This design comes from an exercise in tuning for small area, a short achievable clock period and few clock cycles on the open sky130 flow, not from production work.
In this exercise RTL edits were held to simulation tests only and were not proved equivalent to the original.

==> flow/design.v (outline; a module is shown in full before it is edited, if it fits) <==
// module PE: 2948 lines
module PE (
	input clk,
	input rst,
	input PE_en,
	input [13-1:0] i_config,
	input [32-1:0] ifmap,
	input [32-1:0] filter,
	input [32-1:0] ipsum,
	input ifmap_valid,
	input filter_valid,
	input ipsum_valid,
	input opsum_ready,
	output reg [32-1:0] opsum,
	output reg ifmap_ready,
	output reg filter_ready,
	output reg ipsum_ready,
	output reg opsum_valid
);
  // ...
==> flow/flow/run.sh <==
#!/bin/bash
# Layout flow: the standard synthesis, then a netlist pass (fapol.py) that
# re-polarises full adders to drop the inverters synthesis leaves between them,
# then the standard ORFS layout with repair_timing asked for extra setup margin.
set -euo pipefail
RES=$PWD/orfs/results/sky130hd/PE/base
LIB=$FLOW_HOME/platforms/sky130hd/lib/sky130_fd_sc_hd__tt_025C_1v80.lib
bash standard.sh synth > synth.log 2>&1
cp $RES/1_2_yosys.v $RES/1_2_yosys.orig.v
python3 flow/fapol.py $LIB $RES/1_2_yosys.orig.v $RES/1_2_yosys.v > fapol.log 2>&1
rm -f $RES/1_synth.odb
bash standard.sh SETUP_SLACK_MARGIN=8.4 TNS_END_PERCENT=100 'BUFFER_PORTS_ARGS=-buffer_cell sky130_fd_sc_hd__buf_2' finish > standard.log 2>&1
==> flow/flow/fapol.py <==
#!/usr/bin/env python3
"""Re-polarise full adders (and simple gates) in a mapped sky130hd netlist.

A full adder is self-dual: FA(~a, ~b, ~c) = (~cout, ~sum).  Yosys' extract_fa
leaves inverters between chained fa cells.  This pass chooses, for every fa
cell, whether it computes the true or the complemented function, and for some
simple gates whether to use the cell or its complement (nand2 <-> and2, ...),
so that as few inverters as possible are needed.  It then removes every
inverter and adds back one inverter per signal whose complement is still
read.  Flip-flops, ports and all other cells keep their function and names.

usage: fapol.py LIBERTY IN.v OUT.v [report]
"""
import re, sys, random, math
from collections import defaultdict, Counter

lib, fin, fout = sys.argv[1:4]
rng = random.Random(1)

# ---- liberty: pin directions and areas
txt = open(lib).read()
pindir, AREA = {}, {}
for chunk in re.split(r'\n\s*cell\s*\(', txt)[1:]:
    nm = re.match(r'\s*"?(\w+)"?', chunk).group(1)
    am = re.search(r'area\s*:\s*([\d.]+)', chunk)
    if am:
        AREA[nm] = float(am.group(1))
    d = {}
    for pm in re.finditer(r'\bpin\s*\(\s*"?(\w+)"?\s*\)\s*\{[^{}]*?direction\s*:\s*"?(\w+)"?', chunk, re.S):
        d[pm.group(1)] = pm.group(2)
    pindir[nm] = d
INV = AREA["sky130_fd_sc_hd__inv_1"]

# ---- netlist
src = open(fin).read()
inst_re = re.compile(r'^  (sky130_fd_sc_hd__\w+)\s+(\\\S+ |\S+)\s*\((.*?)\);\n', re.M | re.S)
pin_re = re.compile(r'\.(\w+)\(\s*(\\\S+ |[^()]*?)\s*\)')
insts = []
for m in inst_re.finditer(src):
    pins = [(p, n.strip()) for p, n in pin_re.findall(m.group(3))]
    insts.append(dict(typ=m.group(1), name=m.group(2), pins=pins, span=m.span()))
if re.search(r'^\s*assign\s', src, re.M):
    sys.exit("fapol: netlist has assign statements; not handled")
outports = set()
for m in re.finditer(r'^\s*output\s+(\[(\d+):(\d+)\]\s+)?(\w+);', src, re.M):
    if m.group(1):
        hi, lo = int(m.group(2)), int(m.group(3))
        for b in range(min(hi, lo), max(hi, lo) + 1):
            outports.add(f"{m.group(4)}[{b}]")
    else:
        outports.add(m.group(4))

def is_inv(t): return re.fullmatch(r'sky130_fd_sc_hd__(inv|clkinv)_\d+', t) is not None
def is_fa(t): return re.fullmatch(r'sky130_fd_sc_hd__fa_\d+', t) is not None

driver = {}
for i, ins in enumerate(insts):
    for p, n in ins['pins']:
        if pindir[ins['typ']].get(p) == 'output' and n:
            driver[n] = (i, p)

def root(n):
    par = 0
    for _ in range(1000):
        if n in driver and is_inv(insts[driver[n][0]]['typ']):
            n = dict(insts[driver[n][0]]['pins'])['A']
            par ^= 1
        else:
            return n, par
    sys.exit("fapol: inverter loop")

cons = defaultdict(list)          # root -> [(inst or None, pin/port, parity)]
for i, ins in enumerate(insts):
    if is_inv(ins['typ']):
        continue
    for p, n in ins['pins']:
        if pindir[ins['typ']].get(p) == 'input' and n and not n.startswith("1'"):
            r, par = root(n)
            cons[r].append((i, p, par))
for n in outports:
    r, par = root(n)
    cons[r].append((None, n, par))

fas = [i for i, ins in enumerate(insts) if is_fa(ins['typ'])]
s = {i: 0 for i in fas}
fa_of_root = {}
for i in fas:
    for p, n in insts[i]['pins']:
        if p in ('SUM', 'COUT'):
            fa_of_root[n] = i
fa_inroots = defaultdict(set)
for r, lst in cons.items():
    for ci, p, par in lst:
        if ci is not None and ci in s:
            fa_inroots[ci].add(r)

COMP = {}
for a, b in [("nand2_1", "and2_1"), ("nor2_1", "or2_1"), ("xor2_1", "xnor2_1"),
             ("nand3_1", "and3_1"), ("nor3_1", "or3_1"), ("a21oi_1", "a21o_1"),
             ("o21ai_0", "o21a_1"), ("a22oi_1", "a22o_1"), ("o22ai_1", "o22a_1"),
             ("mux2i_1", "mux2_1"), ("a211oi_1", "a211o_1"), ("o211ai_1", "o211a_1"),
             ("nand4_1", "and4_1"), ("nor4_1", "or4_1"), ("a31oi_1", "a31o_1"),
             ("o31ai_1", "o31a_1")]:
    COMP["sky130_fd_sc_hd__" + a] = "sky130_fd_sc_hd__" + b
    COMP["sky130_fd_sc_hd__" + b] = "sky130_fd_sc_hd__" + a
gates = {}
for i, ins in enumerate(insts):
    if ins['typ'] in COMP:
        outs = [n for p, n in ins['pins'] if pindir[ins['typ']].get(p) == 'output']
        if len(outs) == 1 and outs[0] in cons:
            gates[i] = outs[0]
g_of_root = {n: i for i, n in gates.items()}
gs = {i: 0 for i in gates}

def pol(r):
    if r in fa_of_root: return s[fa_of_root[r]]
    if r in g_of_root: return gs[g_of_root[r]]
    return 0
def need_inv(r):
    pi = pol(r)
    for ci, p, par in cons[r]:
        if par ^ (s[ci] if (ci is not None and ci in s) else 0) != pi:
            return 1
    return 0
def affected(i):
    rs = set(fa_inroots[i])
    for p, n in insts[i]['pins']:
        if p in ('SUM', 'COUT') and n in cons:
            rs.add(n)
    return rs
def gdelta(i):
    t0 = insts[i]['typ']
    return AREA[COMP[t0]] - AREA[t0]

ninv_old = sum(1 for ins in insts if is_inv(ins['typ']))
before = sum(need_inv(r) for r in cons)

# ---- simulated annealing over fa polarities and gate types
moves = [("f", i) for i in fas] + [("g", i) for i in gates]
cur = before * INV
best_cost, best = cur, (dict(s), dict(gs))
T0, T1, N = 4.0, 0.02, 400000
for step in range(N):
    T = T0 * (T1 / T0) ** (step / N)
    kind, i = moves[rng.randrange(len(moves))]
    if kind == "f":
        rs = affected(i)
        c0 = sum(need_inv(r) for r in rs) * INV
        s[i] ^= 1
        d = sum(need_inv(r) for r in rs) * INV - c0
        if d <= 0 or rng.random() < math.exp(-d / T):
            cur += d
        else:
            s[i] ^= 1
    else:
        r = gates[i]
        c0 = need_inv(r) * INV
        gs[i] ^= 1
        d = need_inv(r) * INV + (gdelta(i) if gs[i] else -gdelta(i)) - c0
        if d <= 0 or rng.random() < math.exp(-d / T):
            cur += d
        else:
            gs[i] ^= 1
    if cur < best_cost - 1e-9:
        best_cost, best = cur, (dict(s), dict(gs))
s, gs = best
for i in gates:
    if gs[i]:
        old_t = insts[i]['typ']; new_t = COMP[old_t]
        oo = [p for p, dd in pindir[old_t].items() if dd == 'output']
        no = [p for p, dd in pindir[new_t].items() if dd == 'output']
        assert len(oo) == 1 and len(no) == 1
        insts[i]['pins'] = [((no[0] if p == oo[0] else p), n) for p, n in insts[i]['pins']]
        assert set(p for p, n in insts[i]['pins']) <= set(pindir[new_t]), (old_t, new_t)
        insts[i]['typ'] = new_t
after = sum(need_inv(r) for r in cons)

# ---- rebuild
def fmt(n):
    return n.rstrip() + ' ' if n.startswith('\\') else n
newinv, newwires = {}, []
def phys(r, want):
    if want == pol(r):
        return r
    if r not in newinv:
        k = len(newinv)
        newinv[r] = f"fapol_n{k}"
        newwires.append((f"fapol_inv{k}", r, f"fapol_n{k}"))
    return newinv[r]
newpins = {}
for r, lst in cons.items():
    for ci, p, par in lst:
        req = par ^ (s[ci] if (ci is not None and ci in s) else 0)
        newpins[(ci, p)] = phys(r, req)

out, pos = [], 0
for i, ins in enumerate(insts):
    a, b = ins['span']
    out.append(src[pos:a]); pos = b
    if is_inv(ins['typ']):
        continue
    pins = [(p, newpins.get((i, p), n)) for p, n in ins['pins']]
    body = ",\n".join(f"    .{p}({fmt(n)})" for p, n in pins)
    out.append(f"  {ins['typ']} {ins['name']} (\n{body}\n  );\n")
tail = src[pos:]
extra = []
for n in sorted(outports):
    pn = newpins[(None, n)]
    if pn != n:
        extra.append(f"  sky130_fd_sc_hd__buf_1 fapol_obuf{len(extra)} (\n    .A({fmt(pn)}),\n    .X({n})\n  );\n")
decl = "".join(f"  wire {w};\n" for _, _, w in newwires)
invs = "".join(f"  sky130_fd_sc_hd__inv_1 {nm} (\n    .A({fmt(r)}),\n    .Y({w})\n  );\n" for nm, r, w in newwires)
res = "".join(out)
hdr_end = res.index(');\n') + 3
res = res[:hdr_end] + decl + res[hdr_end:]
tail = tail.replace("endmodule", invs + "".join(extra) + "endmodule", 1)
open(fout, "w").write(res + tail)
print(f"fapol: {len(fas)} fa cells, {sum(s.values())} flipped; {sum(gs.values())} gates swapped; "
      f"inverters {ninv_old} -> {len(newwires)}, port buffers {len(extra)}; area change "
      f"{(len(newwires) - ninv_old) * INV + sum(gdelta(i) * 0 for i in gates):.0f} um2 (inverters only)")
if len(sys.argv) > 4:
    c = Counter()
    for nm, r, w in newwires:
        t = (insts[driver[r][0]]['typ'][18:] + "." + driver[r][1]) if r in driver else "port"
        kinds = Counter(insts[ci]['typ'][18:] if ci is not None else 'port' for ci, p, par in cons[r])
        c[(t, tuple(sorted(kinds)))] += 1
    for k, v in c.most_common(15): print(v, k)
==> flow/standard.sh <==
#!/bin/bash
# synth_recipe.tcl (not shown) runs the flow's synth.tcl, then flattens the netlist and writes it again
# the make line also repeats each setting of config.mk as NAME=value (left out here)
make -C /OpenROAD-flow-scripts/flow DESIGN_CONFIG=/design/flow/config.mk WORK_HOME=/design/flow/orfs CLKGATE_MAP_FILE= SYNTH_SCRIPT=/design/flow/synth_recipe.tcl "${@:-finish}"
==> flow/config.mk <==
export PLATFORM = sky130hd
export DESIGN_NAME = PE
export DESIGN_NICKNAME = PE
export VERILOG_FILES = /design/flow/design.v
export SDC_FILE = /design/flow/constraint.sdc
export NUM_CORES = 8
export LEC_CHECK = 0
export CAP_MARGIN = 20
export CORE_MARGIN = 2
export CORE_UTILIZATION = 40
export CTS_CLUSTER_DIAMETER = 80
export CTS_CLUSTER_SIZE = 30
export SLEW_MARGIN = 20
==> flow/constraint.sdc <==
create_clock -name core_clock -period 12.0 [get_ports {clk}]
set_input_delay 2.4000 -clock core_clock [delete_from_list [all_inputs] [get_ports {clk}]]
set_output_delay 2.4000 -clock core_clock [all_outputs]
set_load 0.01 [all_outputs]
==> run summary, run 1 <==
Clock Latency Late Sink: 0.74 ns
Seq/total area: 45.42%
WS Path Type: register to register
clock buffer depth: 3
DP Area: 0.05843 mm^2
register cell area after layout: 0.02788 mm^2
most used cell, CP: fa_2
num rows: 136
Buffers excl. clock: 236
DIE AREA: 0.1412 mm^2
dpl cells: 5704
final setup margin: 8.320 ns
GR Layer Usage met1: 31.88%
max reg flops: 384
CTS buffer count: 52
clkbuf count: 64
Post-route DRC: 0
beginning of the worst register-to-register path: ca_12_3
area of the multi-input gates: 0.02692 mm^2
part of the cycle the worst path needs: 30.67%
cell type taking the most area: registers
Max FO, Critical Path: 1
die width: 375.8 um
inverter count: 197
Max-slew headroom: 25.63%
crit end category: register
Worst Skew: 0.1104 ns
setup bufs post-CTS: 30
status: complete, no violations
CP bufs+invs: 0
slowest CP cell: fa_1
Vias/cell: 5.669
Testbench counts, summed over its fixed seeds: cycles 9,840.
==> run 2: changes to the inputs <==
--- a/flow/design.v
+++ b/flow/design.v
@@ -31,59 +31,82 @@
 reg np;                             
 reg sfull, slast;                   
 reg [31:0] sk_o;
 wire o_take = !opsum_valid | opsum_ready;
 wire hasp = np;
 wire c_go = vB & hasp & !sfull;            
 wire adv = !vB | c_go;                     
 wire job_end = opsum_valid & opsum_ready & olast;
-reg [383:0] fmem;
+reg [95:0] stg;                   
+reg stg_full;                     
+reg [1:0] stg_k;                  
+reg [95:0] R0, R1, R2, R3;
+reg [2:0] T0, T1, T2, T3;         
 reg [2:0] kw;      
 reg [1:0] fr;      
 reg fdone;         
+wire e_dw = busy ? cdw : i_config[12];
 wire [1:0] e_rs = busy ? crs : i_config[11:10];
 wire [1:0] e_p = busy ? cp : i_config[8:7];
 wire f_rowlast = (fr == e_rs);
 wire f_last = f_rowlast & (kw[1:0] == e_p);
+wire f_store = f_fire & (!e_dw | (kw == 3'd0));
+wire f_done_one = f_store & f_rowlast;
+wire ins_rule = cdw ? !T1[2] : ((stg_k == 2'd0) | (T0[2] & (T0[1:0] == stg_k - 2'd1)));
+wire ins = stg_full & ins_rule;
 always @(posedge clk) begin
-	for (i = 0; i < 12; i = i + 1)
-		if (f_fire && kw[1:0] == i / 3 && fr == i % 3)
-			fmem[i*32 +: 32] <= filter;
-end
+	if (f_store && fr == 2'd0) stg[31:0] <= filter;
+	if (f_store && fr == 2'd1) stg[63:32] <= filter;
+	if (f_store && fr == 2'd2) stg[95:64] <= filter;
+	R0 <= ins ? stg : R1;
+	R1 <= R2;
+	R2 <= R3;
+	R3 <= R0;
+end
+wire stg_full_next = f_done_one | (stg_full & !(ins & !cdw));
+wire [1:0] stg_k_next = f_done_one ? kw[1:0] : stg_k;
+wire [2:0] T0_next = ins ? {1'b1, stg_k} : T1;
+wire ins_next = stg_full_next & (cdw ? !T2[2] :
+	((stg_k_next == 2'd0) | (T0_next[2] & (T0_next[1:0] == stg_k_next - 2'd1))));
+wire fdone_next = fdone | (f_fire & f_last);
 always @(posedge clk or posedge rst) begin
 	if (rst) begin
-		kw <= 3'd0; fr <= 2'd0; fdone <= 1'b0; filter_ready <= 1'b0; kwd <= 3'd0;
+		kw <= 3'd0; fr <= 2'd0; fdone <= 1'b0; filter_ready <= 1'b0;
+		stg_full <= 1'b0; stg_k <= 2'd0;
+		T0 <= 3'd0; T1 <= 3'd0; T2 <= 3'd0; T3 <= 3'd0;
 	end else if (job_end) begin
-		kw <= 3'd0; fr <= 2'd0; fdone <= 1'b0; filter_ready <= 1'b1; kwd <= 3'd0;
-	end else if (f_fire) begin
-		kwd <= kw;
-		fr <= f_rowlast ? 2'd0 : fr + 2'd1;
-		if (f_rowlast) kw <= kw + 3'd1;
-		if (f_last) fdone <= 1'b1;
-		filter_ready <= !f_last;
+		kw <= 3'd0; fr <= 2'd0; fdone <= 1'b0; filter_ready <= 1'b1;
+		stg_full <= 1'b0; stg_k <= 2'd0;
+		T0 <= 3'd0; T1 <= 3'd0; T2 <= 3'd0; T3 <= 3'd0;
 	end else begin
-		filter_ready <= !fdone;
-		kwd <= kw;
+		if (f_fire) begin
+			fr <= f_rowlast ? 2'd0 : fr + 2'd1;
+			if (f_rowlast) kw <= kw + 3'd1;
+		end
+		fdone <= fdone_next;
+		stg_full <= stg_full_next;
+		stg_k <= stg_k_next;
+		T0 <= T0_next; T1 <= T2; T2 <= T3; T3 <= T0;
+		filter_ready <= !fdone_next & !(stg_full_next & !ins_next & !cdw);
 	end
 end
 reg [31:0] q0, q1, q2, q3;
 reg [2:0] nq;
 reg [4:0] ci;      
 reg [1:0] ki;      
 reg idone;         
-reg [3:0] sk0;     
-reg sk1, sk2, sk3;
 reg [11:0] xen;    
+reg [3:0] dwl;     
+reg [11:0] lm;     
 wire [1:0] nout_m1 = cdw ? cq : cp;
 wire last_in_col = (ki == nout_m1);
 wire last_col = (ci == ccol);
 wire win_ok = (nq > {1'b0, crs}) & (!last_in_col | last_col | !cst | (nq >= 3'd2));
-reg [2:0] kwd;     
-wire filt_ok = cdw ? (kwd != 3'd0) : (kwd > {1'b0, ki});
+wire filt_ok = T0[2] & (cdw | (T0[1:0] == ki));
 wire fin_ok = !(last_in_col & last_col) | fdone;
 wire can_issue = busy & !idone & win_ok & filt_ok & fin_ok;
 wire issue = can_issue & adv;
 wire pop = issue & last_in_col & !last_col;
 wire [2:0] nq_pop = pop ? (nq - {2'b0, cst} - 3'd1) : nq;
 wire [31:0] iword = ifmap ^ 32'h80808080;
 always @(posedge clk) begin
 	if (i_fire && nq_pop == 3'd0) q0 <= iword; else if (pop) q0 <= cst ? q2 : q1;
@@ -98,17 +121,17 @@
 wire sfull_next = !o_take & (sfull | c_go);
 wire c_go_next = vB_next & np_next & !sfull_next;
 wire adv_n = !vB_next | c_go_next;
 wire [1:0] ki_n = issue ? (last_in_col ? 2'd0 : ki + 2'd1) : ki;
 wire [4:0] ci_n = (issue & last_in_col & !last_col) ? ci + 5'd1 : ci;
 wire idone_n = idone | (issue & last_in_col & last_col);
 wire lic_n = (ki_n == nout_m1);
 wire lc_n = (ci_n == ccol);
-wire filt_ok_n = cdw ? (kw != 3'd0) : (kw > {1'b0, ki_n});
+wire filt_ok_n = T0_next[2] & (cdw | (T0_next[1:0] == ki_n));
 wire pop_n = busy & !job_end & !idone_n & filt_ok_n & adv_n & lic_n & !lc_n;
 always @(posedge clk or posedge rst) begin
 	if (rst) begin
 		nq <= 3'd0; ifmap_ready <= 1'b0;
 	end else if (job_end) begin
 		nq <= 3'd0; ifmap_ready <= 1'b1;
 	end else begin
 		nq <= nq_next;
@@ -126,25 +149,24 @@
 		ipsum_ready <= !np_next | c_go_next;
 	end
 end
 always @(posedge clk or posedge rst) begin
 	if (rst) begin
 		busy <= 1'b0;
 		cdw <= 1'b0; crs <= 2'd0; cst <= 1'b0; cp <= 2'd0; ccol <= 5'd0; cq <= 2'd0;
 		ci <= 5'd0; ki <= 2'd0; idone <= 1'b0;
-		sk0 <= 4'd0; sk1 <= 1'b0; sk2 <= 1'b0; sk3 <= 1'b0; xen <= 12'd0;
+		xen <= 12'd0; dwl <= 4'd0; lm <= 12'd0;
 	end else begin
 		if (PE_en && !busy) begin
 			busy <= 1'b1;
 			cdw <= i_config[12]; crs <= i_config[11:10]; cst <= i_config[9];
 			cp <= i_config[8:7]; ccol <= i_config[6:2]; cq <= i_config[1:0];
 		end
-		sk0 <= sk0_n; sk1 <= sk1_n; sk2 <= sk2_n; sk3 <= sk3_n;
-		xen <= xen_n;
+		xen <= xen_n; dwl <= dwl_n; lm <= xen_n & {3{dwl_n}};
 		if (job_end) begin
 			busy <= 1'b0; ci <= 5'd0; ki <= 2'd0; idone <= 1'b0;
 		end else if (issue) begin
 			if (last_in_col) begin
 				ki <= 2'd0;
 				if (last_col) idone <= 1'b1; else ci <= ci + 5'd1;
 			end else begin
 				ki <= ki + 2'd1;
@@ -167,55 +189,36 @@
 			sfull <= 1'b0;
 		end else if (c_go) begin
 			sfull <= 1'b1;
 			slast <= lB;
 		end
 	end
 end
 reg [11:0] xen_n;
-reg [3:0] sk0_n;
-reg sk1_n, sk2_n, sk3_n;
+reg [3:0] dwl_n;
 always @(*) begin
-	sk0_n = sk0; sk1_n = sk1; sk2_n = sk2; sk3_n = sk3;
 	xen_n = xen;
+	dwl_n = dwl;
 	if (PE_en && !busy) begin
 		for (i = 0; i < 12; i = i + 1)
 			xen_n[i] = (i / 4 <= i_config[11:10]) & (i_config[12] | (i % 4 <= i_config[1:0]));
-		sk0_n = i_config[12] ? 4'b0001 : 4'b1111; sk1_n = 1'b0; sk2_n = 1'b0; sk3_n = 1'b0;
-	end else if (issue) begin
-		if (cdw) begin
-			sk0_n = last_in_col ? 4'b0001 : {sk0[2:0], 1'b0};
-		end else begin
-			sk0_n = {4{last_in_col}};
-			sk1_n = !last_in_col & (ki == 2'd0);
-			sk2_n = !last_in_col & (ki == 2'd1);
-			sk3_n = !last_in_col & (ki == 2'd2);
-		end
+		dwl_n = i_config[12] ? 4'b0001 : 4'b1111;
+	end else if (issue & cdw) begin
+		dwl_n = last_in_col ? 4'b0001 : {dwl[2:0], 1'b0};
 	end
 end
 wire [7:0] fs00, fs01, fs02, fs03, fs10, fs11, fs12, fs13, fs20, fs21, fs22, fs23;
 wire [7:0] xs00, xs01, xs02, xs03, xs10, xs11, xs12, xs13, xs20, xs21, xs22, xs23;
-reg [95:0] fsr;
-integer fr_i, fc_i;
-always @(posedge clk) begin
-	for (fr_i = 0; fr_i < 3; fr_i = fr_i + 1)
-		for (fc_i = 0; fc_i < 4; fc_i = fc_i + 1)
-			fsr[fr_i*32 + fc_i*8 +: 8] <= {8{xen_n[fr_i*4 + fc_i]}} & (
-				  ({8{sk0_n[fc_i]}} & fmem[(0*3 + fr_i)*32 + fc_i*8 +: 8])
-				| ({8{sk1_n}} & fmem[(1*3 + fr_i)*32 + fc_i*8 +: 8])
-				| ({8{sk2_n}} & fmem[(2*3 + fr_i)*32 + fc_i*8 +: 8])
-				| ({8{sk3_n}} & fmem[(3*3 + fr_i)*32 + fc_i*8 +: 8]));
-end
-assign {fs03, fs02, fs01, fs00} = fsr[31:0];
-assign {fs13, fs12, fs11, fs10} = fsr[63:32];
-assign {fs23, fs22, fs21, fs20} = fsr[95:64];
-assign {xs03, xs02, xs01, xs00} = q0;
-assign {xs13, xs12, xs11, xs10} = q1;
-assign {xs23, xs22, xs21, xs20} = q2;
+assign {fs03, fs02, fs01, fs00} = R0[31:0];
+assign {fs13, fs12, fs11, fs10} = R0[63:32];
+assign {fs23, fs22, fs21, fs20} = R0[95:64];
+assign {xs03, xs02, xs01, xs00} = q0 & {{8{lm[3]}}, {8{lm[2]}}, {8{lm[1]}}, {8{lm[0]}}};
+assign {xs13, xs12, xs11, xs10} = q1 & {{8{lm[7]}}, {8{lm[6]}}, {8{lm[5]}}, {8{lm[4]}}};
+assign {xs23, xs22, xs21, xs20} = q2 & {{8{lm[11]}}, {8{lm[10]}}, {8{lm[9]}}, {8{lm[8]}}};
 reg ca_0_0;
 reg ca_0_1;
 reg ca_1_0;
 reg ca_2_0;
 reg ca_2_1;
 reg ca_2_2;
 reg ca_2_3;
 reg ca_3_0;
==> flow/flow/run.sh (replaced) <==
#!/bin/bash
# Layout flow: the standard synthesis, then a netlist pass (fapol.py) that
# re-polarises full adders to drop the inverters synthesis leaves between them,
# then the standard ORFS layout with repair_timing asked for extra setup margin.
set -euo pipefail
RES=$PWD/orfs/results/sky130hd/PE/base
LIB=$FLOW_HOME/platforms/sky130hd/lib/sky130_fd_sc_hd__tt_025C_1v80.lib
bash standard.sh synth > synth.log 2>&1
cp $RES/1_2_yosys.v $RES/1_2_yosys.orig.v
python3 flow/fapol.py $LIB $RES/1_2_yosys.orig.v $RES/1_2_yosys.v > fapol.log 2>&1
rm -f $RES/1_synth.odb
bash standard.sh SETUP_SLACK_MARGIN=8.2 TNS_END_PERCENT=100 'BUFFER_PORTS_ARGS=-buffer_cell sky130_fd_sc_hd__buf_2' finish > standard.log 2>&1
==> run summary, run 2 <==
status: complete, no violations
Final setup violation count: 0
area of the multi-input gates: 0.02681 mm^2 (-0.39%)
most used cell, CP: fa_1
measured slew at the worst slew-check pin: 1.002 ns
Layout Nets: 4655
vias in the first global route: 32.25k
Slew Viols, Final: 0
Core Area: 0.1315 mm^2
fmax: 0.2686 GHz
critical path startpoint category: register
DIE AREA: 0.1354 mm^2 (-4.1%)
clock buffer depth: 3 (unchanged)
Die Y: 367.9 um
most frequent cells in the layout: fa_1 (750), edfxtp_1 (521), and3_1 (506)
Post-DP HPWL: 127400 um
cells along the critical path: buf_6 > and2_1 > and2_1 > fa_1 > fa_1 > fa_1 > fa_1
dpl cells: 5419 (-5.0%)
CTS tree: built
CP max stage delay: 0.59 ns
num rows: 133 (-2.2%)
Final Hold Fails: 0
Cells after Synth: 3642
CP bufs+invs: 1 (+1)
RSZ-0062 raised after global routing: false
Max FO, Critical Path: 54 (+53)
DR WL/cell: 29.20 um
CTS buffer count: 48 (-7.7%)
Max-cap violations: 0
Post-route DRC: 0 (unchanged)
Placer Congestion: 1.020
syn_nets: 4567
slowest CP cell: fa_1
Clock Latency Late Sink: 0.68 ns (-0.06 ns)
share of cells above drive strength 1: 15.31%
Worst Path Arrival: 4.13 ns
mapped cell area: 0.05297 mm^2
Vias/cell: 5.638 (-0.54%)
Max-slew headroom: 33.19% (+7.6 points)
first-pass GRT wire length: 231200 um
First-pass DRT Iterations: 7
Crit path required time: 12.41 ns
H-tree depth: 2
Ports: 152
number of synthesis warnings: 1
Initial Util: 40.29%
register cell area after layout: 0.02549 mm^2 (-8.6%)
part of the cycle the worst path needs: 31.03% (+0.36 points)
initial antenna violation count: 20
most common cell after layout, fill and taps aside: fa_1
WS Path Type: register to register
final wirelength: 161600 um
synthesized area per cell: 14.54 um^2
Top delay family on crit path: adder cells
Layout Cells excl Fill: 5533
root buf cell: clkbuf_16
HP Class: register to register
crit end category: register
clock transition at the registers of the reported paths: 0.11 ns
routed via count: 31.19k
Area Growth Syn to Fin: 9.030%
TritonCTS Sinks: 991
GRT overflow: 0
DRT antenna net count: 0
largest net degree at the start of global routing: 171
Overall Global Routing Usage: 23.85%
Worst Skew: 0.04253 ns (-0.06788 ns)
Period minus WS final: 3.723 ns
setup TNS: 0 ns
die width: 367.9 um (-2.1%)
drt first-iter violations: 3391
fillers: 11.96k
PortBufs: 151
-- run 2: through the flow --
| step | util, % | setup WS [ns] | area (um^2) | hold WS, ns |
|---|---|---|---|---|
| 2_1_floorplan | - | 7.798 | 53140 | 0.3096 |
| 3_3_place_gp | 42.38 | 7.153 | 55710 | 0.3097 |
| 3_5_place_dp | 42.38 | 7.032 | 55710 | 0.3121 |
| 4_1_cts | 43.83 | 8.169 | 57620 | 0.3217 |
| 5_1_grt | 43.92 | 8.202 | 57730 | 0.3193 |
| 6_report | 43.93 | 8.277 | 57750 | 0.3227 |
-- run 2: final cells by class --
class	count	share of cell area, %
sequential	991	44.14
timing repair buffer	195	2.052
antenna	10	0.04333
multi-input combinational	2408	46.43
clock inverter	25	0.6716
clock buffer	63	2.288
tap	1755	3.802
inverter	86	0.5784
-- run 2: path summary, 6_finish.rpt --
kind	start	to	slack (ns)	cells after the start
min in group asynchronous	rst	kw[0]	1.65	2
setup / recovery	lm[6]	ca_8_14	8.28	7
max in group asynchronous	rst	cst	8.99	3
hold / removal	R3[29]	R2[29]	0.32	0
setup reg to reg	lm[6]	ca_8_14	8.28	7
hold reg to reg	R3[29]	R2[29]	0.32	0
-- run 2: metal layers --
layer  share of wire [%]  track usage (%)  vias up  wire length, um
met2                  44            35.84     1530            70820
li1                    -                -    12860                -
met5               0.017                0        -               27
met3                  11            7.168      341            17030
met1                  42            32.83    16460            67530
met4                 3.8            8.399        4             6162
-- run 2: repair_timing --
item | CTS | global route
hold buffers | 0 | 0
resized for setup | 15 | 20
buffers inserted | 10 | 4
endpoints found under the setup margin | 241 | 169
pin swaps | 4 | 16
gates cloned | 2 | 0
-- run 2: worst register-to-register path, delay by kind of cell, from the launching register on --
kind	cells	cell delay, ns
adders and majority gates	4	2.12
buffers and inverters	1	0.32
DFF	1	0.35
and+or+nand+nor	2	0.69
Testbench counts of run 2, summed over its fixed seeds: cycles 10,032.
==> run 3: changes to the inputs <==
--- a/flow/flow/run.sh
+++ b/flow/flow/run.sh
@@ -11,2 +11,2 @@
 rm -f $RES/1_synth.odb
-bash standard.sh SETUP_SLACK_MARGIN=8.2 TNS_END_PERCENT=100 'BUFFER_PORTS_ARGS=-buffer_cell sky130_fd_sc_hd__buf_2' finish > standard.log 2>&1
+bash standard.sh SETUP_SLACK_MARGIN=8.4 TNS_END_PERCENT=100 'BUFFER_PORTS_ARGS=-buffer_cell sky130_fd_sc_hd__buf_2' finish > standard.log 2>&1
--- a/flow/config.mk
+++ b/flow/config.mk
@@ -7,2 +7,3 @@
 export LEC_CHECK = 0
+export ABC_AREA = 1
 export CAP_MARGIN = 20
==> run summary, run 3 <==
CTS buffer count: 54 (+13%)
clock transition at the registers of the reported paths: 0.11 ns (about the same)
beginning of the worst register-to-register path: ca_10_10
final hold slack: 0.3011 ns (-0.02157 ns)
first-pass GRT wire length: 239700 um (+3.7%)
final wirelength: 169700 um (+5.0%)
clock buffer depth: 3 (unchanged)
R2R cell count: 6 (-1)
num rows: 132 (-0.75%)
Final setup violation count: 0 (unchanged)
Vias/cell: 5.131 (-9.0%)
DRT antenna net count: 0 (unchanged)
PortBufs: 151 (unchanged)
Max FO, Critical Path: 1 (-98%)
CTS tree: built
Cells after Synth: 4407 (+21%)
crit end category: register
Slew Viols, Final: 0 (unchanged)
number of synthesis warnings: 1 (unchanged)
GRT overflow: 0 (unchanged)
hold_sp: R3[73]
Die Y: 366.2 um (-0.46%)
most frequent cells in the layout: nand2_1 (920), fa_1 (719), nor2_1 (522)
Final Hold Fails: 0 (unchanged)
routed via count: 32.87k (+5.4%)
hold endpoint: R2[73]
Clock Latency Late Sink: 0.69 ns (about the same)
Initial Util: 40.42% (+0.13 points)
DR WL/cell: 26.49 um (-9.3%)
vias in the first global route: 33.60k (+4.2%)
most common cell after layout, fill and taps aside: nand2_1
drt first-iter violations: 3174 (-6.4%)
largest net degree at the start of global routing: 188 (+9.9%)
Overall Global Routing Usage: 25.15% (+1.3 points)
share of cells above drive strength 1: 10.60% (-4.7 points)
Hold Path Stages: 0 (unchanged)
Core Area: 0.1298 mm^2 (-1.3%)
Crit path required time: 12.44 ns (+0.03 ns)
TritonCTS Sinks: 991 (unchanged)
Post-DP HPWL: 138300 um (+8.5%)
die width: 366.2 um (-0.46%)
Period minus WS final: 3.761 ns (+0.03732 ns)
First-pass DRT Iterations: 7 (unchanged)
syn_nets: 5332 (+17%)
Worst Path Arrival: 4.20 ns (+0.07 ns)
Placer Congestion: 1.072 (+5.1%)
H-tree depth: 2 (unchanged)
initial antenna violation count: 9 (-55%)
Post-route DRC: 0 (unchanged)
HP Class: register to register
synthesized area per cell: 11.91 um^2 (-18%)
fillers: 12.03k (+0.62%)
WS Path Type: register to register
Area Growth Syn to Fin: 11.07%
Max-slew headroom: 24.33% (-8.9 points)
Ports: 152 (unchanged)
Max-cap violations: 0 (unchanged)
part of the cycle the worst path needs: 31.34% (+0.31 points)
hold buffers post-CTS: 0 (unchanged)
critical path startpoint category: register
Crit. Startpoint: ca_10_10
measured slew at the worst slew-check pin: 1.135 ns (+0.1328 ns)
root buf cell: clkbuf_16
setup TNS: 0 ns (unchanged)
Reg-to-Reg End: cb_10_0
Worst Skew: 0.03822 ns (-0.004310 ns)
RSZ-0062 raised after global routing: true
status: complete, no violations
fmax: 0.2659 GHz (-0.99%)
Layout Nets: 5541 (+19%)
mapped cell area: 0.05247 mm^2 (-0.94%)
DIE AREA: 0.1341 mm^2 (-0.93%)
==> run 3: cell count changes in the layout (fill, tap and decap cells not counted), moves of 26 or more <==
cell and change:
o21ai_0 +118, mux2_2 -243, fa_1 -31, inv_1 +335, or2_1 +34, o21ai_1 +35
nand2_1 +758, fa_2 +31, and3_1 -502, nand3_1 -151, xnor2_1 -26, nor2_1 +459
nand2_2 +66
==> run 3: worst max path at each step <==
stage | to | slack, ns | cells after the start
detailed placement | lm[7] | 7.64 | 9
global placement | lm[5] | 7.70 | 9
CTS | cb_10_0 | 8.23 | 6
global route | cb_10_0 | 8.15 | 6
floorplan | ca_0_0 | 7.87 | 4
finish | cb_10_0 | 8.24 | 6
==> run 3: layout make-up <==
class	instances	area [um^2]	area share, %
inverter	438	1675	2.875
clock inverter	33	558.0	0.9575
clock buffer	69	1450	2.488
tap	1742	2180	3.740
antenna	2	5.005	0.008587
timing repair inverter	2	10.01	0.01717
timing repair buffer	218	1398	2.398
sequential	991	25510	43.77
multi-input combinational	2911	25500	43.75
==> run 3: per-stage QoR <==
step	area, um^2	utilization, %	setup WS [ns]	std cells
after floorplan	52610	-	7.868	4407
after global placement	55300	42.60	7.698	6235
after detailed placement	55300	42.60	7.636	6235
after CTS	57800	44.52	8.231	6366
after global routing	58280	44.89	8.154	6404
final	58280	44.90	8.239	6406
==> run 3: what timing repair did <==
action,4_1_cts,5_1_grt
pin swaps,39,30
endpoints found under the setup margin,313,281
gates resized for setup,87,63
buffers inserted,17,36
gates cloned,12,2
==> run 3: layer usage <==
layer / vias to the layer above / GRT usage (%) / wire, um
met2: 1395 / 39.08 / 76020
met3: 317 / 4.766 / 13220
li1: 14290 / - / -
met4: 10 / 9.402 / 7391
met1: 16860 / 35.15 / 73010
met5: - / 0 / 74
==> run 3: critical path, stage by stage (launching register included) <==
cell and delay (ns):
edfxtp_1 0.44, fa_1 0.53, fa_2 0.63, fa_2 0.45, fa_2 0.55, fa_2 0.46
fa_1 0.45
==> run 4: changes to the inputs <==
--- a/flow/config.mk
+++ b/flow/config.mk
@@ -7,3 +7,2 @@
 export LEC_CHECK = 0
-export ABC_AREA = 1
 export CAP_MARGIN = 20
==> run summary, run 4 <==
clock transition at the registers of the reported paths: 0.10 ns (about the same)
die width: 367.9 um (+0.47%)
initial antenna violation count: 8 (-1)
RSZ-0062 raised after global routing: true
measured slew at the worst slew-check pin: 0.9627 ns (-0.1723 ns)
WS Path Type: register to register
Max-cap violations: 0 (unchanged)
Setup Slack @ Placement: 6.642 ns (-0.9943 ns)
final hold slack: 0.3163 ns (+0.01517 ns)
Post-DP HPWL: 125800 um (-9.0%)
slowest CP cell: fa_2
most frequent cells in the layout: fa_1 (722), edfxtp_1 (521), and3_1 (506)
clock buffer depth: 3 (unchanged)
Layout Nets: 4680 (-16%)
syn_nets: 4567 (-14%)
GRT overflow: 0 (unchanged)
Crit. Startpoint: ca_12_2
Worst Skew: 0.07645 ns (+0.03823 ns)
Post-route DRC: 0 (unchanged)
DRT antenna net count: 0 (unchanged)
CP bufs+invs: 0 (unchanged)
Period minus WS final: 3.709 ns (-0.05161 ns)
DIE AREA: 0.1354 mm^2 (+0.94%)
cells along the critical path: fa_2 > fa_2 > fa_2 > fa_2 > fa_2 > fa_2
fmax: 0.2696 GHz (+1.4%)
root buf cell: clkbuf_16
Final setup violation count: 0 (unchanged)
Max FO, Critical Path: 1 (unchanged)
Worst Path Arrival: 4.13 ns (-0.07 ns)
TritonCTS Sinks: 991 (unchanged)
largest net degree at the start of global routing: 163 (-13%)
Placer Congestion: 0.9759 (-8.9%)
routed via count: 30.83k (-6.2%)
Area Growth Syn to Fin: 10.68%
Slew Viols, Final: 0 (unchanged)
crit end category: register
Reg-to-Reg End: cb_12_0
PortBufs: 151 (unchanged)
Core Area: 0.1315 mm^2 (+1.3%)
Crit path required time: 12.42 ns (-0.02 ns)
R2R cell count: 6 (unchanged)
final wirelength: 157600 um (-7.1%)
most used cell, CP: fa_2
num rows: 133 (+0.76%)
final setup margin: 8.291 ns (+0.05161 ns)
setup TNS: 0 ns (unchanged)
Max-slew headroom: 35.82% (+11 points)
Cells after Synth: 3642 (-17%)
first-pass GRT wire length: 226200 um (-5.6%)
Final Hold Fails: 0 (unchanged)
worst setup path endpoint: cb_12_0
critical path startpoint category: register
part of the cycle the worst path needs: 30.91% (-0.43 points)
HP Class: register to register
most common cell after layout, fill and taps aside: fa_1
fillers: 11.73k (-2.5%)
drt first-iter violations: 3073 (-3.2%)
synthesized area per cell: 14.54 um^2 (+22%)
Vias/cell: 5.551 (+8.2%)
DR WL/cell: 28.38 um (+7.1%)
First-pass DRT Iterations: 5 (-2)
vias in the first global route: 31.93k (-5.0%)
CP max stage delay: 0.59 ns (-0.04 ns)
CTS tree: built
CTS buffer count: 52 (-3.7%)
Die Y: 367.9 um (+0.47%)
Top delay family on crit path: adder cells
status: complete, no violations
Initial Util: 40.29% (-0.13 points)
number of synthesis warnings: 1 (unchanged)
beginning of the worst register-to-register path: ca_12_2
share of cells above drive strength 1: 17.67% (+7.1 points)
Clock Latency Late Sink: 0.70 ns (about the same)
Ports: 152 (unchanged)
WP depth: 6 (unchanged)
mapped cell area: 0.05297 mm^2 (+0.95%)
H-tree depth: 2 (unchanged)
Overall Global Routing Usage: 23.21% (-1.9 points)
-- run 4: cell type report --
| class | instances | area [um^2] | area share (%) |
|---|---|---|---|
| multi-input combinational | 2411 | 27150 | 46.31 |
| sequential | 991 | 25500 | 43.49 |
| tap | 1755 | 2196 | 3.745 |
| timing repair buffer | 213 | 1500 | 2.559 |
| clock buffer | 64 | 1378 | 2.350 |
| clock inverter | 33 | 561.8 | 0.9582 |
| inverter | 86 | 341.6 | 0.5826 |
| antenna | 1 | 2.502 | 0.004268 |
-- run 4: metrics by stage --
step	cell area, um^2	instances	util (%)
floorplan	53230	3642	-
global placement	55760	5416	42.41
detailed placement	55760	5416	42.41
CTS	58210	5538	44.28
global route	58630	5553	44.59
finish	58630	5554	44.60
-- run 4: per-layer routing --
layer	up-vias	wire, um	global-route usage, %
met1	16280	67830	33.35
met2	1367	70160	35.53
met3	271	15110	5.400
met4	6	4499	5.965
li1	12910	-	-
met5	-	37	0
-- run 4: what timing repair did --
item,in CTS,in global routing
endpoints found under the setup margin,538,347
pin swaps,37,30
resized for setup,68,79
hold buffers,0,0
setup buffers,20,14
cloned,5,1
-- run 4: worst min path at each step --
stage	startpoint	to	cells after the start
after global placement	R2[31]	R1[31]	0
after global routing	R2[45]	R1[45]	0
final	R2[45]	R1[45]	0
after detailed placement	R2[21]	R1[21]	0
after CTS	R2[45]	R1[45]	0
after floorplan	R2[0]	R1[0]	0
-- run 4: worst reg2reg max path, cell delays in order (launching register included) --
cell      delay, ns
edfxtp_1       0.41
fa_2           0.60
fa_2           0.45
fa_2           0.55
fa_2           0.45
fa_2           0.57
fa_2           0.44
==> run 5: changes to the inputs <==
--- a/flow/config.mk
+++ b/flow/config.mk
@@ -10,4 +10,4 @@
 export CORE_UTILIZATION = 40
-export CTS_CLUSTER_DIAMETER = 80
-export CTS_CLUSTER_SIZE = 30
+export CTS_CLUSTER_DIAMETER = 60
+export CTS_CLUSTER_SIZE = 20
 export SLEW_MARGIN = 20
==> run summary, run 5 <==
status: complete, no violations
Layout Cells excl Fill: 5613 (+1.1%)
First-pass DRT Iterations: 6 (+1)
root buf cell: clkbuf_16
Overall Global Routing Usage: 23.51% (+0.29 points)
synthesized area per cell: 14.54 um^2 (unchanged)
share of cells above drive strength 1: 18.72% (+1.1 points)
slowest CP cell: fa_2
fmax: 0.2693 GHz (-0.11%)
die width: 367.9 um (unchanged)
fillers: 11.65k (-0.66%)
Vias/cell: 5.530 (-0.39%)
vias in the first global route: 32.29k (+1.1%)
Cells after Synth: 3642 (unchanged)
part of the cycle the worst path needs: 30.94% (+0.035 points)
routed via count: 31.04k (+0.66%)
CTS buffer count: 85 (+63%)
Clock Latency Late Sink: 0.74 ns (+0.04 ns)
most frequent cells in the layout: fa_1 (719), edfxtp_1 (521), and3_1 (506)
Max FO, Critical Path: 1 (unchanged)
Initial Util: 40.29% (unchanged)
most common cell after layout, fill and taps aside: fa_1
num rows: 133 (unchanged)
Top delay family on crit path: adder cells
hold buffers post-CTS: 0 (unchanged)
critical path startpoint category: register
Final setup violation count: 0 (unchanged)
Worst Skew: 0.04836 ns (-0.02809 ns)
CP bufs+invs: 0 (unchanged)
Placer Congestion: 0.9759 (unchanged)
Max-slew headroom: 35.70% (-0.12 points)
drt first-iter violations: 3031 (-1.4%)
first-pass GRT wire length: 227900 um (+0.73%)
final wirelength: 158300 um (+0.42%)
DR WL/cell: 28.20 um (-0.63%)
WS Path Type: register to register
Post-route DRC: 0 (unchanged)
Post-DP HPWL: 125800 um (unchanged)
initial antenna violation count: 13 (+5)
mapped cell area: 0.05297 mm^2 (unchanged)
Core Area: 0.1315 mm^2 (unchanged)
Max-cap violations: 0 (unchanged)
CTS tree: built
area of the multi-input gates: 0.02713 mm^2 (about the same)
RSZ-0062 raised after global routing: true
Die Y: 367.9 um (unchanged)
Period minus WS final: 3.713 ns (+0.004250 ns)
DRT antenna net count: 0 (unchanged)
largest net degree at the start of global routing: 163 (unchanged)
measured slew at the worst slew-check pin: 0.9645 ns (+0.001795 ns)
Ports: 152 (unchanged)
clock transition at the registers of the reported paths: 0.08 ns (-0.02 ns)
DIE AREA: 0.1354 mm^2 (unchanged)
most used cell, CP: fa_2
H-tree depth: 3 (+1)
TritonCTS Sinks: 991 (unchanged)
setup TNS: 0 ns (unchanged)
crit end category: register
Worst Path Arrival: 4.19 ns (+0.06 ns)
Area Growth Syn to Fin: 12.38%
Final Hold Fails: 0 (unchanged)
Crit path required time: 12.47 ns (+0.05 ns)
clock buffer depth: 3 (unchanged)
PortBufs: 151 (unchanged)
cells along the critical path: fa_2 > fa_1 > fa_2 > fa_2 > fa_2 > fa_2
Slew Viols, Final: 0 (unchanged)
dpl cells: 5416 (unchanged)
GRT overflow: 0 (unchanged)
HP Class: register to register
syn_nets: 4567 (unchanged)
Layout Nets: 4708 (+0.60%)
register cell area after layout: 0.02549 mm^2 (about the same)
number of synthesis warnings: 1 (unchanged)
CP max stage delay: 0.59 ns (about the same)
-- run 5: cell types whose count changed in the layout (fill, tap and decap cells not counted), sizes merged --
cell      before  now
bufinv         3    0
clkbuf        66  106
buf          211  206
inv          103  112
clkinvlp       3    7
clkinv        10   23
diode          1    2
-- run 5: cell type report --
cell class,count,share of cell area [%]
Multi-Input combinational cell,2411,45.57
Sequential cell,991,42.82
Clock buffer,104,3.779
Tap cell,1755,3.689
Timing Repair Buffer,208,2.367
Clock inverter,56,1.185
Inverter,86,0.5738
Antenna cell,2,0.008407
-- run 5: metrics by stage --
| stage | setup slack (ns) | util (%) | hold WS (ns) | cell area [um^2] |
|---|---|---|---|---|
| final | 8.287 | 45.28 | 0.3143 | 59530 |
| after global routing | 8.212 | 45.28 | 0.3175 | 59520 |
| after CTS | 8.220 | 45.01 | 0.3193 | 59170 |
| after detailed placement | 6.642 | 42.41 | 0.3121 | 55760 |
| after global placement | 6.743 | 42.41 | 0.3095 | 55760 |
| after floorplan | 7.798 | - | 0.3096 | 53230 |
-- run 5: final timing paths --
kind / startpoint / depth (start not counted) / end / slack [ns]
min: R2[75] / 0 / R1[75] / 0.31
min reg2reg: R2[75] / 0 / R1[75] / 0.31
max reg2reg: ca_12_2 / 6 / cb_12_0 / 8.29
min in group asynchronous: rst / 2 / lm[0] / 1.66
max in group asynchronous: rst / 3 / cst / 9.02
max: ca_12_2 / 6 / cb_12_0 / 8.29
-- run 5: worst reg2reg max path: stages (launching register included) --
cell and delay [ns]:
edfxtp_1 0.40, fa_2 0.59, fa_1 0.45, fa_2 0.57, fa_2 0.46, fa_2 0.58
fa_2 0.44
-- run 5: what timing repair did --
| action | in CTS | in global routing |
|---|---|---|
| buffers inserted | 17 | 13 |
| resized for setup | 60 | 78 |
| hold endpoints to repair | 0 | 0 |
| cloned | 5 | 0 |
| endpoints found under the setup margin | 533 | 350 |
| pin swaps | 39 | 31 |
-- run 5: layer usage --
metal,up-vias,GRT usage (%),part of all wire (%)
met4,6,7.331,3.1
met5,-,0,0.023
met3,296,5.957,9.7
li1,13030,-,-
met2,1376,35.54,44
met1,16330,33.30,43

-- port drivers added, routing unchanged --
The results above use ideal ports. As a check the final layouts listed here were re-extracted and re-timed, cells and wires unchanged. Step 1 sets driving cells, clkbuf_16 on the clock port and buf_2 on the other inputs (assumed; they add their load-dependent delay and slew). Step 2 also shifts input and output timing later by t, the mid clock arrival at the registers, as if the neighbouring blocks saw the same clock. a / b / c = no drivers / after step 1 / after step 2; a / b = the first two.
| run | t, ns | setup WS [ns] | worst register clock-pin slew, ns |
|---|---|---|---|
| run 1 | 0.758 | 8.320 / 8.267 / 7.684 | 0.12 / 0.12 |
| run 2 | 0.736 | 8.277 / 8.223 / 7.665 | 0.11 / 0.11 |
| run 3 | 0.756 | 8.239 / 8.228 / 7.727 | 0.11 / 0.11 |
| run 4 | 0.742 | 8.291 / 8.252 / 7.729 | 0.11 / 0.11 |
| run 5 | 0.788 | 8.287 / 8.244 / 7.694 | 0.09 / 0.09 |
After both steps setup and hold are still met in every run listed. For run 1, which loses most, drivers alone change the setup slack by -0.053 ns; drivers and shift together by -0.636 ns.
